Background: an optimization exercise with open tools, aiming at small area, a short achievable clock period and few clock cycles per item. Do not read the settings as production practice. The RTL was checked by simulation tests, not by an equivalence proof against the original design.

==> inputs of trial 66 <==
==> flow/design.v (excerpt) <==
module network_4_8_12_16_20_16(clk, reset, s_valid, m_ready, data_in, m_valid, s_ready, data_out);
  input clk, reset, s_valid, m_ready;
  input signed [15:0] data_in;
  output logic signed [15:0] data_out;
  output logic m_valid, s_ready;
  localparam [15:0] MASK_l1_sel = 16'haaaa;
  localparam [15:0] MASK_l1a_o0 = 16'h6776;
  localparam [15:0] MASK_l1a_t0 = 16'h8000;
  localparam [15:0] MASK_l1a_n0 = 16'he740;
  localparam [15:0] MASK_l1a_o1 = 16'h5f7;
  localparam [15:0] MASK_l1a_t1 = 16'ha200;
  localparam [15:0] MASK_l1a_n1 = 16'h504;
  localparam [15:0] MASK_l1a_o2 = 16'hfbb6;
  localparam [15:0] MASK_l1a_t2 = 16'h1;
  localparam [15:0] MASK_l1a_n2 = 16'hcbb7;
  localparam [15:0] MASK_l1a_o3 = 16'h1c63;
  localparam [15:0] MASK_l1a_t3 = 16'h4094;
  localparam [15:0] MASK_l1a_n3 = 16'h1801;
  localparam [15:0] MASK_l1b_o0 = 16'h9026;
  localparam [15:0] MASK_l1b_t0 = 16'h2241;
  localparam [15:0] MASK_l1b_n0 = 16'hb267;
  localparam [15:0] MASK_l1b_o1 = 16'hec2b;
  localparam [15:0] MASK_l1b_t1 = 16'h1314;
  localparam [15:0] MASK_l1b_n1 = 16'h2919;
  localparam [15:0] MASK_l1b_o2 = 16'h87a0;
  localparam [15:0] MASK_l1b_t2 = 16'h184d;
  localparam [15:0] MASK_l1b_n2 = 16'h1524;
  localparam [15:0] MASK_l1b_o3 = 16'h5531;
  localparam [15:0] MASK_l1b_t3 = 16'h8888;
  localparam [15:0] MASK_l1b_n3 = 16'h9ca9;
  localparam [15:0] MASK_l1_k0 = 16'h5423;
  localparam [15:0] MASK_l1_k1 = 16'ha651;
  ...
export LEC_CHECK = 0
export CAP_MARGIN = 20
export CORE_MARGIN = 2
export CORE_UTILIZATION = 40
export SLEW_MARGIN = 20
create_clock -name core_clock -period 10.0 [get_ports {clk}]
standard.sh (not shown) runs the stock make flow with config.mk's settings and CLKGATE_MAP_FILE= SYNTH_SCRIPT=/design/flow/synth_recipe.tcl, a recipe that flattens the netlist after the stock synthesis.
==> flow/flow/run.sh <==
#!/bin/bash
set -euo pipefail
export SETUP_SLACK_MARGIN=5.75
bash standard.sh synth > synth.log 2>&1
python3 flow/flip_fa.py orfs/results/sky130hd/network_4_8_12_16_20_16/base/1_2_yosys.v > flip_fa.log 2>&1
bash standard.sh finish > standard.log 2>&1
Other scripts of this flow, unchanged in this note and not shown: flow/flow/flip_fa.py
==> inputs of trial 6, as changes to trial 66 <==
==> flow/flow/run.sh (replaced) <==
#!/bin/bash
set -euo pipefail
export SETUP_SLACK_MARGIN=5.25
bash standard.sh synth > synth.log 2>&1
python3 flow/flip_fa.py orfs/results/sky130hd/network_4_8_12_16_20_16/base/1_2_yosys.v > flip_fa.log 2>&1
bash standard.sh finish > standard.log 2>&1
==> inputs of trial 25, as changes to trial 66 <==
==> flow/flow/run.sh (replaced) <==
#!/bin/bash
set -euo pipefail
export SETUP_SLACK_MARGIN=4.75
bash standard.sh synth > synth.log 2>&1
python3 flow/flip_fa.py orfs/results/sky130hd/network_4_8_12_16_20_16/base/1_2_yosys.v > flip_fa.log 2>&1
bash standard.sh finish > standard.log 2>&1
==> inputs of trial 3, as changes to trial 66 <==
==> flow/flow/run.sh (replaced) <==
#!/bin/bash
set -euo pipefail
export SETUP_SLACK_MARGIN=5.5
bash standard.sh synth > synth.log 2>&1
python3 flow/flip_fa.py orfs/results/sky130hd/network_4_8_12_16_20_16/base/1_2_yosys.v > flip_fa.log 2>&1
bash standard.sh finish > standard.log 2>&1
CORE_UTILIZATION = 32   (was 40)
==> summary of the runs <==
- Trial 3 went through all stages and came out clean. Trial 66 finished clean. Trial 25 ran to the end with no violations. Trial 6 produced a clean layout.
- Synthesized cell count is the same in trial 3 and trial 25.
- Between trial 3 and trial 66, the lower clock skew is in trial 3 (gap 0.0085 ns).
- Wire length: trial 3 < trial 25 < trial 6 < trial 66.
- In flip-flop and latch count, trial 6 and trial 25 do not differ.
- First-iteration DRC count: trial 6 > trial 25 > trial 66 > trial 3.
- Critical path depth: trial 66 is higher than trial 25 (4).
- Final area, highest first: trial 66, trial 3, trial 6, trial 25.
Testbench counts of trial 66, summed over its fixed seeds: cycles 3,296, vectors 192.
Testbench counts of trial 6, summed over its fixed seeds: cycles 3,296, vectors 192.
Testbench counts of trial 25, summed over its fixed seeds: cycles 3,296, vectors 192.
Testbench counts of trial 3, summed over its fixed seeds: cycles 3,296, vectors 192.

---

==> trial 39 <==
network_4_8_12_16_20_16 again, from the RTL that the note above started with.
export LEC_CHECK = 0
export CAP_MARGIN = 20
export CORE_MARGIN = 2
export CORE_UTILIZATION = 40
export SETUP_SLACK_MARGIN = 5
export SLEW_MARGIN = 20
create_clock -name core_clock -period 10.0 [get_ports {clk}]
run.sh (not shown) runs the stock make flow with config.mk's settings and CLKGATE_MAP_FILE= SYNTH_SCRIPT=/design/flow/synth_recipe.tcl, a recipe that flattens the netlist after the stock synthesis.
Stock flow here: none of the scripts above is used.
==> trial 77: changes against trial 39 <==
==> flow/flow/run.sh (new file) <==
#!/bin/bash
set -euo pipefail
export SETUP_SLACK_MARGIN=5.5
bash standard.sh finish > standard.log 2>&1
==> flow/standard.sh (new file) <==
#!/bin/bash
# synth_recipe.tcl (not shown) runs the flow's synth.tcl, then flattens the netlist and writes it again
# the make line also repeats each setting of config.mk as NAME=value (left out here)
make -C /OpenROAD-flow-scripts/flow DESIGN_CONFIG=/design/flow/config.mk WORK_HOME=/design/flow/orfs CLKGATE_MAP_FILE= SYNTH_SCRIPT=/design/flow/synth_recipe.tcl "${@:-finish}"
SETUP_SLACK_MARGIN = default   (was 5)
removed: flow/run.sh
==> run summary <==
- Trial 77 finished with timing, DRC and antenna clean. Trial 39 went through all stages and came out clean.
- Of trial 77 and trial 39, trial 77 has the higher non-clock buffer count (gap 97).
- Global-route usage: trial 77 is higher than trial 39 (0.50 points).
- Synthesized cell count is the same in trial 39 and trial 77.
- Of trial 77 and trial 39, trial 77 has the higher final cell count (gap about 1.1%, measured against trial 39).
- First-iteration DRC count: trial 39 is higher than trial 77 (about 4.7%).
==> figures <==
                                                           trial 77             trial 39
Area used by multi-input combinational logic              49060 um2            48110 um2
Share of cell area taken by multi-input logic gates          56.73%               57.23%
Outcome                                    timing/DRC/antenna clean  timing/DRC/antenna clean
Worst-margin pin slew                                       1079 ps              1281 ps
Final standard cell area without fillers                  86490 um2            84080 um2
Source of the critical timing path                   l1a_t0$_DFF_P_  h1[4]$_SDFFCE_PP0P_
Met2 Track Usage GR                                          43.77%               42.06%
Master of the slowest instance on the critical path         dfxtp_1                 fa_1
Post-detailed-route via-to-cell ratio                         5.635                5.599
Placed cell count                                              9723                 9714
Testbench counts of trial 39, summed over its fixed seeds: cycles 3,296, vectors 192.
Testbench counts of trial 77, summed over its fixed seeds: cycles 3,296, vectors 192.

---

==> branch maple <==
network_4_8_12_16_20_16 again, from the RTL that the note above started with.
## network_4_8_12_16_20_16
module network_4_8_12_16_20_16(clk, reset, s_valid, m_ready, data_in, m_valid, s_ready, data_out);
export LEC_CHECK = 0
export CAP_MARGIN = 20
export CORE_MARGIN = 2
export CORE_UTILIZATION = 40
export SLEW_MARGIN = 20
create_clock -name core_clock -period 10.0 [get_ports {clk}]
standard.sh (not shown) runs the stock make flow with config.mk's settings and CLKGATE_MAP_FILE= SYNTH_SCRIPT=/design/flow/synth_recipe.tcl, a recipe that flattens the netlist after the stock synthesis.
==> flow/flow/run.sh <==
#!/bin/bash
set -euo pipefail
export SETUP_SLACK_MARGIN=5.5
bash standard.sh synth > synth.log 2>&1
python3 flow/flip_fa.py orfs/results/sky130hd/network_4_8_12_16_20_16/base/1_2_yosys.v > flip_fa.log 2>&1
bash standard.sh finish > standard.log 2>&1
Other scripts of this flow, unchanged in this note and not shown: flow/flow/flip_fa.py
==> branch onyx (differences from branch maple) <==
==> flow/flow/run.sh (replaced) <==
#!/bin/bash
set -euo pipefail
export SETUP_SLACK_MARGIN=5
bash standard.sh synth > synth.log 2>&1
python3 flow/flip_fa.py orfs/results/sky130hd/network_4_8_12_16_20_16/base/1_2_yosys.v > flip_fa.log 2>&1
bash standard.sh finish > standard.log 2>&1
==> summary of the runs <==
In synthesized cell count, branch onyx and branch maple do not differ.
Against branch maple, the hold slack of branch onyx is higher by 3.0 ps.
In branch maple the first-iteration DRC count is higher than in branch onyx, by 2.6%.
Branch onyx completed with no timing, DRC or antenna violations. Branch maple finished with timing, DRC and antenna clean.
Between branch onyx and branch maple, the lower via count is in branch onyx (gap about 2.2%, measured against branch maple).
Against branch maple, the cell count of branch onyx is smaller by about 1%.
Register-to-register slack: branch onyx is worse than branch maple (200 ps).
In die area, branch onyx and branch maple do not differ.
Between branch maple and branch onyx, the lower clock-buffer cell count is in branch onyx (gap 25).
==> figures <==
metric	branch maple	branch onyx
Status	finished clean	finished clean
Cts bufs inserted	105	108
Number of cells in the finished layout apart from fillers	9,462	9,364
Footprint of the multi-input gates	49,270 µm²	48,150 µm²
Final clock skew	45.59 ps	81.98 ps
First-pass GRT wire length	398.3 mm	388.6 mm
Proportion of cell area occupied by registers	29.39%	29.99%
Register-to-register setup slack	5320 ps	5120 ps
Iter 0 DRT Violations	6,536	6,372
Crit Reg-Reg Endpoint	csa[15]$_DFFE_PP_	l3_r15_3$_DFF_P_
Worst hold margin	414.6 ps	417.6 ps
Cell count of the worst reg-to-reg path	17	14
Launch instance of the worst register-to-register path	l1_sel$_DFF_P_	l3c0_n3$_DFF_P_
Placement Cell Area	78,560 µm²	78,580 µm²
Global router's overall resource usage	27.93%	27.11%
Highest achievable clock rate	213.8 MHz	205.1 MHz
Shortest period the worst path allows	4677 ps	4875 ps
Testbench counts of branch maple, summed over its fixed seeds: cycles 3,296, vectors 192.
Testbench counts of branch onyx, summed over its fixed seeds: cycles 3,296, vectors 192.

==> re-timing with driven ports <==
The results above use ideal ports. As a check the final layouts listed here were re-extracted and re-timed, cells and wires unchanged.
Step 1 assumes that a clkbuf_16 drives the clock port and a buf_2 every other input.
Step 2 times the ports against the registers' clock, not the clock port: input delays grow and output delays shrink by t, the midpoint of the rising clock arrivals with the driver on.
Three values: no drivers, after step 1, after step 2; two values: the first two.
run	t (ns)	setup slack, ns	worst setup path at the end	clock arrival spread, ns	cell pins on the clock port's net
trial 66	0.853	5.367 / 5.367 / 5.359	input to register	0.054 / 0.054	1
trial 6	0.839	5.304 / 5.304 / 5.304	register to register	0.043 / 0.043	1
trial 25	0.841	4.913 / 4.913 / 4.913	register to register	0.128 / 0.127	1
trial 3	0.839	5.352 / 5.352 / 5.352	register to register	0.049 / 0.050	1
trial 39	0.846	5.198 / 5.198 / 5.198	register to register	0.071 / 0.071	1
trial 77	0.846	5.432 / 5.432 / 5.432	register to register	0.094 / 0.094	1
branch maple	0.818	5.323 / 5.323 / 5.267	input to register	0.051 / 0.052	1
branch onyx	0.857	5.125 / 5.125 / 5.125	register to register	0.084 / 0.083	1
After both steps every run listed still meets setup and hold. The setup slack of branch maple, which loses most, moves by 0.000 ns with the drivers and by -0.056 ns with both steps.
